What follows belongs to an exercise in optimizing a design on an open flow for small area, a short achievable clock period and few clock cycles per item; a production flow would make more cautious choices. Function was checked by simulation only, so behaviour that the tests miss may differ from the original. Power figures rest on the tool's default switching activity, not on a simulated workload.

== pepper ==
## task3
module task3 (
    input  wire        clk,
    input  wire        rst,
    input  wire [2:0]  opcode,
    input  wire [7:0]  in2,
    input  wire [7:0]  in1,
    input  wire [7:0]  in0,
    output wire [23:0] result,
    output wire        done
);
    wire [7:0] a = in2, b = in1, c = in0;
    reg  [23:0] S, C;         
    reg  [7:0]  ar, yr;       
    reg  [10:0] xr;           
    reg  [1:0]  ph;           
    wire acc = (ph == 2'd0);
    assign done   = acc;
    wire [23:0] P = S + C;
    assign result = P;
    wire is0 = opcode == 3'd0, is1 = opcode == 3'd1, is2 = opcode == 3'd2, is3 = opcode == 3'd3;
    wire is4 = opcode == 3'd4, is5 = opcode == 3'd5, is6 = opcode == 3'd6, is7 = opcode == 3'd7;
    wire [23:0] bz = {16'd0, b};
    wire [23:0] cz = {16'd0, c};
    wire [23:0] bs = {{16{b[7]}}, b};
    wire [23:0] cs = {{16{c[7]}}, c};
    wire [23:0] shr = $signed(cs) >>> b;
    wire [1:0]  s7 = {1'b0, a[7]} + {1'b0, b[7]} + {1'b0, c[7]};
    reg [15:0] X;
    reg [7:0]  Y;
    reg [23:0] F1, F2;
    reg        k1, k13;
    always @(*) begin
        X = 16'd0; Y = 8'd0; F1 = 24'd0; F2 = 24'd0; k1 = 1'b0; k13 = 1'b0;
        case (ph)
            2'd0: begin
                if (is0) begin F1 = bz;  F2 = cz; end
                if (is1) begin F1 = ~bz; F2 = cz; k1 = 1'b1; end
                if (is2) begin X = cs[15:0]; Y = b; F2 = {17'd0, b[7], 6'd0}; end
                if (is3) F1 = shr;
                if (is4) begin X = bs[15:0]; Y = b; F2 = {17'd0, b[7], 6'd0}; end
                if (is5) begin X = cs[15:0]; Y = c; F2 = {17'd0, c[7], 6'd0}; end
                if (is6) begin X = {{8{a[7]}}, a}; Y = 8'd1; F1 = bs; F2 = cs; end
                if (is7) begin X = ~{bs[13:0], 2'b00}; Y = b; F1 = {bs[21:0], 2'b00};
  ...
==> module task3, before the edit <==
module task3 (
    input  wire        clk,
    input  wire        rst,
    input  wire [2:0]  opcode,
    input  wire [7:0]  in2,
    input  wire [7:0]  in1,
    input  wire [7:0]  in0,
    output wire [23:0] result,
    output wire        done
);
    wire [7:0] a = in2, b = in1, c = in0;
    reg  [23:0] S, C;         
    reg  [7:0]  ar, yr;       
    reg  [10:0] xr;           
    reg  [1:0]  ph;           
    wire acc = (ph == 2'd0);
    assign done   = acc;
    wire [23:0] P = S + C;
    assign result = P;
    wire is0 = opcode == 3'd0, is1 = opcode == 3'd1, is2 = opcode == 3'd2, is3 = opcode == 3'd3;
    wire is4 = opcode == 3'd4, is5 = opcode == 3'd5, is6 = opcode == 3'd6, is7 = opcode == 3'd7;
    wire [23:0] bz = {16'd0, b};
    wire [23:0] cz = {16'd0, c};
    wire [23:0] bs = {{16{b[7]}}, b};
    wire [23:0] cs = {{16{c[7]}}, c};
    wire [23:0] shr = $signed(cs) >>> b;
    wire [1:0]  s7 = {1'b0, a[7]} + {1'b0, b[7]} + {1'b0, c[7]};
    reg [15:0] X;
    reg [7:0]  Y;
    reg [23:0] F1, F2;
    reg        k1, k13;
    always @(*) begin
        X = 16'd0; Y = 8'd0; F1 = 24'd0; F2 = 24'd0; k1 = 1'b0; k13 = 1'b0;
        case (ph)
            2'd0: begin
                if (is0) begin F1 = bz;  F2 = cz; end
                if (is1) begin F1 = ~bz; F2 = cz; k1 = 1'b1; end
                if (is2) begin X = cs[15:0]; Y = b; F2 = {17'd0, b[7], 6'd0}; end
                if (is3) F1 = shr;
                if (is4) begin X = bs[15:0]; Y = b; F2 = {17'd0, b[7], 6'd0}; end
                if (is5) begin X = cs[15:0]; Y = c; F2 = {17'd0, c[7], 6'd0}; end
                if (is6) begin X = {{8{a[7]}}, a}; Y = 8'd1; F1 = bs; F2 = cs; end
                if (is7) begin X = ~{bs[13:0], 2'b00}; Y = b; F1 = {bs[21:0], 2'b00};
                               F2 = {16'd0, s7, 6'd0}; k13 = 1'b1; end
            end
            2'd1: begin X = P[15:0]; Y = yr; F2 = {17'd0, yr[7], 6'd0}; end
            default: begin X = {{5{xr[10]}}, xr}; Y = yr; F1 = S; F2 = C; end
        endcase
    end
    wire [16:0] xe = {X[15], X};
    wire [8:0]  yb = {Y, 1'b0};
    wire [16:0] v0, v1, v2, v3;
    wire [3:0]  ng;
    genvar j;
    generate for (j = 0; j < 4; j = j + 1) begin : bth
        wire y2 = yb[2*j+2], y1 = yb[2*j+1], y0 = yb[2*j];
        wire one = y1 ^ y0;
        wire two = (y2 & ~y1 & ~y0) | (~y2 & y1 & y0);
        wire [16:0] sel = ({17{one}} & xe) | ({17{two}} & {xe[15:0], 1'b0});
        wire [16:0] v = sel ^ {17{y2}};
        assign ng[j] = y2;
        if (j == 0) assign v0 = v;
        if (j == 1) assign v1 = v;
        if (j == 2) assign v2 = v;
        if (j == 3) assign v3 = v;
    end endgenerate
    wire [23:0] B0 = {5'd0, ~v0[16], v0[16], v0[16], v0[15:0]};
    wire [23:0] B1 = {3'd0, 1'b1, ~v1[16], v1[15:0], 1'b0, ng[0]};
    wire [23:0] B2 = {1'd0, 1'b1, ~v2[16], v2[15:0], 1'b0, ng[1], 1'b0, k1};
    wire [23:0] B3 = {1'b1, ~v3[16], v3[15:0], 1'b0, ng[2], k13, k13, 1'b0, k13};
    function [47:0] csa(input [23:0] x, input [23:0] y, input [23:0] z);
        csa = {x ^ y ^ z, ((x & y) | (x & z) | (y & z)) << 1};
    endfunction
    wire [23:0] s1, c1, s2, c2, s3, c3, s4, c4;
    assign {s1, c1} = csa(B0, B1, B2);
    assign {s2, c2} = csa(B3, F1, F2);
    assign {s3, c3} = csa(s1, c1, s2);
    assign {s4, c4} = csa(s3, c3, c2);
    always @(posedge clk) begin
        S <= s4;
        C <= c4;
        ar <= a;
        if (ph == 2'd2) begin
            yr <= ar;
            xr <= {ar[7], ar[7], ar[7], ar} * 11'sd5 + 11'sd8;
        end else begin
            yr <= c;
            xr <= {c[7], c[7], c[7], c} * 11'sd6 - 11'sd2;
        end
        if (rst) ph <= 2'd0;
        else case (ph)
            2'd0: ph <= is5 ? 2'd1 : is7 ? 2'd2 : 2'd0;
            2'd2: ph <= 2'd3;
            default: ph <= 2'd0;
        endcase
    end
endmodule
Settings: LEC_CHECK=0, ABC_AREA=1, CAP_MARGIN=20, CORE_MARGIN=2, CORE_UTILIZATION=40, SETUP_SLACK_MARGIN=5, SLEW_MARGIN=20, TNS_END_PERCENT=100; clock period 11.0 ns.
standard.sh (not shown) runs the stock make flow with config.mk's settings and CLKGATE_MAP_FILE= SYNTH_SCRIPT=/design/flow/synth_recipe.tcl, a recipe that flattens the netlist after the stock synthesis.
==> flow/flow/run.sh <==
#!/bin/bash
# Standard layout with port buffers of a faster cell and the timing repair
# aimed at a tighter setup margin. The make output goes to standard.log;
# each ORFS step's full log stays under orfs/logs.
set -o pipefail
bash standard.sh "BUFFER_PORTS_ARGS=-buffer_cell sky130_fd_sc_hd__buf_4" SETUP_SLACK_MARGIN=5 TNS_END_PERCENT=100 finish > standard.log 2>&1
pepper was carried through to the last stage, and its layout satisfied the timing, design-rule and antenna checks.
Testbench counts of pepper, summed over its fixed seeds: cycles 219,878, ops 160,000.
Setup changes, pepper to zinc
diff --git a/flow/design.v b/flow/design.v
--- a/flow/design.v
+++ b/flow/design.v
@@ -80,11 +80,11 @@
         S <= s4;
         C <= c4;
-        ar <= a;
-        if (ph == 2'd2) begin
+        if (acc) begin
+            ar <= a;
+            yr <= c;
+            xr <= {c[7], c[7], c[7], c} * 11'sd6 - 11'sd2;
+        end else if (ph == 2'd2) begin
             yr <= ar;
             xr <= {ar[7], ar[7], ar[7], ar} * 11'sd5 + 11'sd8;
-        end else begin
-            yr <= c;
-            xr <= {c[7], c[7], c[7], c} * 11'sd6 - 11'sd2;
         end
         if (rst) ph <= 2'd0;
Notes after the runs:
Wire: zinc routes more than pepper
Changes observed in zinc relative to pepper: synthesized area rose by 4.6%, first-pass GRT wire length moved up, fmax stayed essentially flat, total power moved up.
Going from pepper to zinc, fraction of met3 tracks used by global routing saw an increase; total number of vias rose by about 1.3%.
[compare] base=pepper new=zinc: multi-input combinational cell area went up by 2.3%, non-clock buffer count went down.
Testbench counts of zinc, summed over its fixed seeds: cycles 219,878, ops 160,000.

separate check: timing with driven ports:
The results above use ideal ports. As a check the final layouts listed here were re-extracted and re-timed, cells and wires unchanged.
Step 1 (the two cells are an assumption about what drives the block):
set clk [get_ports {clk}]
set_driving_cell -lib_cell sky130_fd_sc_hd__clkbuf_16 $clk
set_driving_cell -lib_cell sky130_fd_sc_hd__buf_2 [delete_from_list [all_inputs] $clk]
Step 2 adds t to the input delays and takes it off the output delays; t is the mean of the earliest and latest rising clock arrival at the registers after step 1. Input paths then give back, and output paths get back, about the clock's delay inside the block.
Three values: ideal, step 1, step 2; two values: the first two.
run | t, ns | slack for setup (ns) | hold WS [ns] | worst setup path at the end | worst register clock-pin slew, ns
pepper | 0.395 | 5.223 / 5.247 / 4.852 | 0.478 / 0.478 / 0.478 | input to register | 0.06 / 0.06
zinc | 0.394 | 5.217 / 5.239 / 4.845 | 0.654 / 0.654 / 0.654 | input to register | 0.06 / 0.06
After both steps every run listed still meets setup and hold. The setup slack of zinc, which loses most, moves by +0.022 ns with the drivers and by -0.372 ns with both steps.
